Context: an optimization exercise on an open-source flow, tuned for small area, a short achievable clock period and few clock cycles. The choices shown serve that exercise and are no tape-out recipe.
At most, simulation tests tie the RTL to the original design; equivalence was not proved.

==> run D <==
// mult1
module mult1(clk, rst, start, ack, multiplicand, multiplier, product, done);
clock: 5.0 ns
lec_check: 0
cap_margin: 20
core_margin: 2
core_utilization: 40
setup_slack_margin: 2.0
slew_margin: 20
synth_hierarchical: 1
synth_minimum_keep_size: 0
run.sh (not shown) runs the stock make flow with config.mk's settings and CLKGATE_MAP_FILE= SYNTH_SCRIPT=/design/flow/synth_recipe.tcl, a recipe that flattens the netlist after the stock synthesis.
==> inputs of run K, as changes to run D <==
SETUP_SLACK_MARGIN = 2.5   (was 2.0)
==> notes.md <==
In run K the worst setup slack is worse than in run D, by 0.015 ns. Against run D, the design area of run K is higher by 8.2%. Die area is the same in run D and run K. Between run D and run K, the lower non-clock buffer count is in run D (gap 38). In critical path depth, run K and run D do not differ. Synthesized area is the same in run D and run K.
==> figures <==
	run D	run K
Fraction of area in registers	27.1%	25.1%
Clock tree cell share of total cell area	4.91%	4.53%
Total global-route track usage	22.3%	23.5%
Final worst clock skew	0.0119 ns	0.0105 ns
Global-route wire length before repair	45000 um	47200 um
Number of vias in the routed layout	7678	7903
Global routing met2 resource utilization	35.2%	37.9%
Arrival time reported for the critical path endpoint	3.55 ns	3.57 ns
Status	timing/DRC/antenna clean	timing/DRC/antenna clean
Number of violations reported at the end of detailed-routing iteration 0	501	575
Final Worst Setup Slack	1.75 ns	1.74 ns
Data-path buffer share of cell area in the final layout	12.3%	15.2%
Fraction of final layout cells sized beyond drive strength 1	7.80%	21.6%
Max-slew headroom at the worst pin	34.4%	34.9%
Worst Max-Slew Pin Slew	0.984 ns	0.976 ns
Met1 capacity usage during global routing	31.3%	33.1%
No functional check of the RTL was part of any run of this note.

---

==> v26: inputs <==
mult1, a different RTL version from the one above (not shown whole).
// mult1
module mult1(clk, rst, start, ack, multiplicand, multiplier, product, done);
Settings: LEC_CHECK=0, CAP_MARGIN=20, CORE_MARGIN=2, CORE_UTILIZATION=40, SETUP_SLACK_MARGIN=2.0, SLEW_MARGIN=20, SYNTH_HIERARCHICAL=1, SYNTH_MINIMUM_KEEP_SIZE=0; clock period 5.0 ns.
standard.sh (not shown) runs the stock make flow with config.mk's settings and CLKGATE_MAP_FILE= SYNTH_SCRIPT=/design/flow/synth_recipe.tcl, a recipe that flattens the netlist after the stock synthesis.
==> flow/flow/run.sh <==
#!/bin/bash
# The standard layout (standard.sh: the ORFS synthesis and flow), with one change:
# the port buffers that ORFS's buffer_ports inserts are the small sky130_fd_sc_hd__buf_1
# instead of the delay-cell buffer it picks by default. Every port still gets a buffer.
set -euo pipefail
export BUFFER_PORTS_ARGS="-buffer_cell sky130_fd_sc_hd__buf_1"
bash standard.sh finish > standard.log 2>&1
==> inputs of v29, as changes to v26 <==
==> flow/run.sh (new file) <==
#!/bin/bash
# synth_recipe.tcl (not shown) runs the flow's synth.tcl, then flattens the netlist and writes it again
# the make line also repeats each setting of config.mk as NAME=value (left out here)
make -C /OpenROAD-flow-scripts/flow DESIGN_CONFIG=/design/flow/config.mk WORK_HOME=/design/flow/orfs CLKGATE_MAP_FILE= SYNTH_SCRIPT=/design/flow/synth_recipe.tcl finish
SETUP_SLACK_MARGIN = 2.5   (was 2.0)
removed: flow/flow/run.sh
removed: flow/standard.sh
==> notes.md <==
Synthesized cell count is the same in v29 and v26.
Final cell count: v29 is larger than v26 (about 4.4%).
First-iteration DRC count: v26 is smaller than v29 (20%).
In v29 the sequential share of layout area is lower than in v26, by 4.7 points.
In die area, v29 and v26 do not differ.
Testbench counts of v26, summed over its fixed seeds: cycles 5,119.
Testbench counts of v29, summed over its fixed seeds: cycles 5,119.

---

==> try-fjord: inputs <==
mult1, a different RTL version from the one above (not shown whole).
Settings: LEC_CHECK=0, CAP_MARGIN=20, CORE_MARGIN=2, CORE_UTILIZATION=65, SETUP_SLACK_MARGIN=2.2, SLEW_MARGIN=20, SYNTH_HIERARCHICAL=1, SYNTH_MINIMUM_KEEP_SIZE=0; clock period 5.0 ns.
==> flow/flow/run.sh <==
#!/bin/bash
# The standard layout (standard.sh: the ORFS synthesis and flow), with two changes:
# the port buffers that ORFS's buffer_ports inserts are the small sky130_fd_sc_hd__buf_1
# instead of the delay-cell buffer it picks by default (every port still gets a buffer),
# and clock tree synthesis adds no dummy load cells at the leaves.
set -euo pipefail
export BUFFER_PORTS_ARGS="-buffer_cell sky130_fd_sc_hd__buf_1"
export CTS_ARGS="-sink_clustering_enable -repair_clock_nets -dont_use_dummy_load -buf_list {sky130_fd_sc_hd__clkbuf_4 sky130_fd_sc_hd__clkbuf_8}"
bash standard.sh finish > standard.log 2>&1
==> try-delta (differences from try-fjord) <==
--- a/flow/design.v
+++ b/flow/design.v
@@ -259,20 +259,19 @@
 reg [31:0] a_q;      
 reg [31:0] b_q;      
 reg [34:0] s_q;      
 reg [33:0] c_q;      
 reg [7:0]  sl_q;     
 reg [7:0]  cl_q;     
 reg        cy_q;     
 reg        ng_q;     
-reg        sm_q;     
 assign done    = done_q;
 assign product = {a_q, b_q};
-wire last = (cnt == 2'd3) | sm_q;
+wire last = (cnt == 2'd3);
 wire [9:0] nb = idle_q ? {multiplier[9:2], 2'b00} : {b_q[17:16] & {2{cnt != 2'd2}}, b_q[15:9], 1'b0};
 wire [3:0] one_d, two_d, neg_d;
 mult1_enc e1 (.b(nb[3:1]), .one(one_d[0]), .two(two_d[0]), .neg(neg_d[0]));
 mult1_enc e2 (.b(nb[5:3]), .one(one_d[1]), .two(two_d[1]), .neg(neg_d[1]));
 mult1_enc e3 (.b(nb[7:5]), .one(one_d[2]), .two(two_d[2]), .neg(neg_d[2]));
 mult1_enc e4 (.b(nb[9:7]), .one(one_d[3]), .two(two_d[3]), .neg(neg_d[3]));
 reg [3:0] one_q, two_q, neg_q;
 always @(posedge clk) begin
@@ -447,22 +446,19 @@
 always @(posedge clk or posedge rst)
 	if (rst) begin
 		idle_q  <= 1'b1;
 		iter_q  <= 1'b0;
 		fin_q   <= 1'b0;
 		done_q  <= 1'b0;
 		first_q <= 1'b1;
 		cnt     <= 2'd0;
-		sm_q    <= 1'b0;
 	end else begin
 		idle_q  <= (idle_q & ~start) | (done_q & ack);
 		iter_q  <= (idle_q & start & a_nz & b_nz) | (iter_q & ~last);
-		if (idle_q)
-			sm_q <= ~|multiplier[31:8];
 		fin_q   <= iter_q & last;
 		done_q  <= fin_q | (idle_q & start & ~(a_nz & b_nz)) | (done_q & ~ack);
 		first_q <= idle_q;
 		cnt     <= iter_q ? cnt + 2'd1 : 2'd0;
 	end
 always @(posedge clk) begin
 	s_q  <= st[42:8];
 	c_q  <= ct[41:8];
@@ -470,17 +466,14 @@
 	cl_q <= ct[7:0];
 	cy_q <= lo[8] & ~first_q;
 	ng_q <= neg4;
 end
 always @(posedge clk)
 	if (idle_q) begin
 		a_q <= multiplicand & {32{b_nz}};
 		b_q <= multiplier & {32{a_nz}};
-	end else if (fin_q & sm_q) begin
-		a_q <= {24'b0, sum[39:32]};
-		b_q <= sum[31:0];
 	end else if (iter_q | fin_q) begin
 		b_q <= {lo[7:0], b_q[31:8]};
 		if (fin_q)
 			a_q <= sum[39:8];
 	end
 endmodule
==> flow/flow/run.sh (replaced) <==
#!/bin/bash
# The standard layout (standard.sh: the ORFS synthesis and flow), with two changes:
# the port buffers that ORFS's buffer_ports inserts are the small sky130_fd_sc_hd__buf_1
# instead of the delay-cell buffer it picks by default (every port still gets a buffer),
# and after timing repair ORFS's power recovery downsizes cells off the critical paths.
set -euo pipefail
export BUFFER_PORTS_ARGS="-buffer_cell sky130_fd_sc_hd__buf_1"
export RECOVER_POWER=100
bash standard.sh finish > standard.log 2>&1
Settings changed: SETUP_SLACK_MARGIN 2.2 to 2.0.
==> try-indigo (differences from try-fjord) <==
--- a/flow/design.v
+++ b/flow/design.v
@@ -259,20 +259,19 @@
 reg [31:0] a_q;      
 reg [31:0] b_q;      
 reg [34:0] s_q;      
 reg [33:0] c_q;      
 reg [7:0]  sl_q;     
 reg [7:0]  cl_q;     
 reg        cy_q;     
 reg        ng_q;     
-reg        sm_q;     
 assign done    = done_q;
 assign product = {a_q, b_q};
-wire last = (cnt == 2'd3) | sm_q;
+wire last = (cnt == 2'd3);
 wire [9:0] nb = idle_q ? {multiplier[9:2], 2'b00} : {b_q[17:16] & {2{cnt != 2'd2}}, b_q[15:9], 1'b0};
 wire [3:0] one_d, two_d, neg_d;
 mult1_enc e1 (.b(nb[3:1]), .one(one_d[0]), .two(two_d[0]), .neg(neg_d[0]));
 mult1_enc e2 (.b(nb[5:3]), .one(one_d[1]), .two(two_d[1]), .neg(neg_d[1]));
 mult1_enc e3 (.b(nb[7:5]), .one(one_d[2]), .two(two_d[2]), .neg(neg_d[2]));
 mult1_enc e4 (.b(nb[9:7]), .one(one_d[3]), .two(two_d[3]), .neg(neg_d[3]));
 reg [3:0] one_q, two_q, neg_q;
 always @(posedge clk) begin
@@ -447,22 +446,19 @@
 always @(posedge clk or posedge rst)
 	if (rst) begin
 		idle_q  <= 1'b1;
 		iter_q  <= 1'b0;
 		fin_q   <= 1'b0;
 		done_q  <= 1'b0;
 		first_q <= 1'b1;
 		cnt     <= 2'd0;
-		sm_q    <= 1'b0;
 	end else begin
 		idle_q  <= (idle_q & ~start) | (done_q & ack);
 		iter_q  <= (idle_q & start & a_nz & b_nz) | (iter_q & ~last);
-		if (idle_q)
-			sm_q <= ~|multiplier[31:8];
 		fin_q   <= iter_q & last;
 		done_q  <= fin_q | (idle_q & start & ~(a_nz & b_nz)) | (done_q & ~ack);
 		first_q <= idle_q;
 		cnt     <= iter_q ? cnt + 2'd1 : 2'd0;
 	end
 always @(posedge clk) begin
 	s_q  <= st[42:8];
 	c_q  <= ct[41:8];
@@ -470,17 +466,14 @@
 	cl_q <= ct[7:0];
 	cy_q <= lo[8] & ~first_q;
 	ng_q <= neg4;
 end
 always @(posedge clk)
 	if (idle_q) begin
 		a_q <= multiplicand & {32{b_nz}};
 		b_q <= multiplier & {32{a_nz}};
-	end else if (fin_q & sm_q) begin
-		a_q <= {24'b0, sum[39:32]};
-		b_q <= sum[31:0];
 	end else if (iter_q | fin_q) begin
 		b_q <= {lo[7:0], b_q[31:8]};
 		if (fin_q)
 			a_q <= sum[39:8];
 	end
 endmodule
==> flow/flow/run.sh (replaced) <==
#!/bin/bash
# The standard layout (standard.sh: the ORFS synthesis and flow), with one change:
# the port buffers that ORFS's buffer_ports inserts are the small sky130_fd_sc_hd__buf_1
# instead of the delay-cell buffer it picks by default. Every port still gets a buffer.
set -euo pipefail
export BUFFER_PORTS_ARGS="-buffer_cell sky130_fd_sc_hd__buf_1"
bash standard.sh finish > standard.log 2>&1
Settings changed: CTS_BUF_LIST set to sky130_fd_sc_hd__clkbuf_4 sky130_fd_sc_hd__clkbuf_8, SETUP_SLACK_MARGIN 2.2 to 2.0.
==> comparison <==
try-delta finished but fails on capacitance limit, slew limit. try-indigo finished clean. try-fjord went through all stages and came out clean. Between try-delta and try-indigo, the lower first-iteration DRC count is in try-delta (gap 9.9%, measured against try-indigo). Non-clock buffer count: try-fjord > try-delta > try-indigo. Cell count: try-indigo < try-delta < try-fjord. The lowest via count belongs to try-indigo, the highest to try-fjord. Between try-fjord and try-indigo, the lower die area is in try-indigo (gap about 2.3%, measured against try-indigo). Setup slack: try-fjord > try-indigo > try-delta. Of try-fjord and try-delta, try-fjord has the higher synthesized cell count (gap 1.7%, measured against try-delta).
Testbench counts of try-delta, summed over its fixed seeds: cycles 3,299.
Testbench counts of try-indigo, summed over its fixed seeds: cycles 3,299.
Only the layout flow was run in try-fjord; the RTL was not checked for function there.

[static timing again, ports no longer ideal]
Ports are ideal in the flow. The routed layouts listed here were re-timed in OpenROAD.
Step 1 assumes that a clkbuf_16 drives the clock port and a buf_2 every other input.
Step 2 moves the port delays by t, midway between the first and last clock arrival at a register: inputs arrive t later, outputs are due t later. That takes back most of the time a late clock gives input paths.
Three values: ideal ports, drivers, drivers and shift; two values: the first two.
run | shift t [ns] | slack for setup (ns) | worst hold slack (ns) | worst setup path at the end
run D | 0.467 | 1.751 / 1.751 / 1.655 | 0.424 / 0.424 / 0.424 | input to register
run K | 0.473 | 1.736 / 1.736 / 1.736 | 0.425 / 0.425 / 0.425 | register to register
v26 | 0.487 | 2.045 / 2.045 / 2.045 | 0.438 / 0.438 / 0.438 | register to register
v29 | 0.486 | 1.950 / 1.950 / 1.950 | 0.442 / 0.442 / 0.442 | register to register
try-fjord | 0.506 | 2.114 / 2.114 / 1.747 | 0.427 / 0.401 / 0.467 | input to register
try-delta | 0.468 | 1.166 / 1.166 / 1.166 | 0.456 / 0.449 / 0.456 | register to register
try-indigo | 0.504 | 2.070 / 2.070 / 2.008 | 0.423 / 0.403 / 0.461 | input to register
The setup slack of try-fjord, which loses most, moves by 0.000 ns with the drivers and by -0.367 ns with both steps.
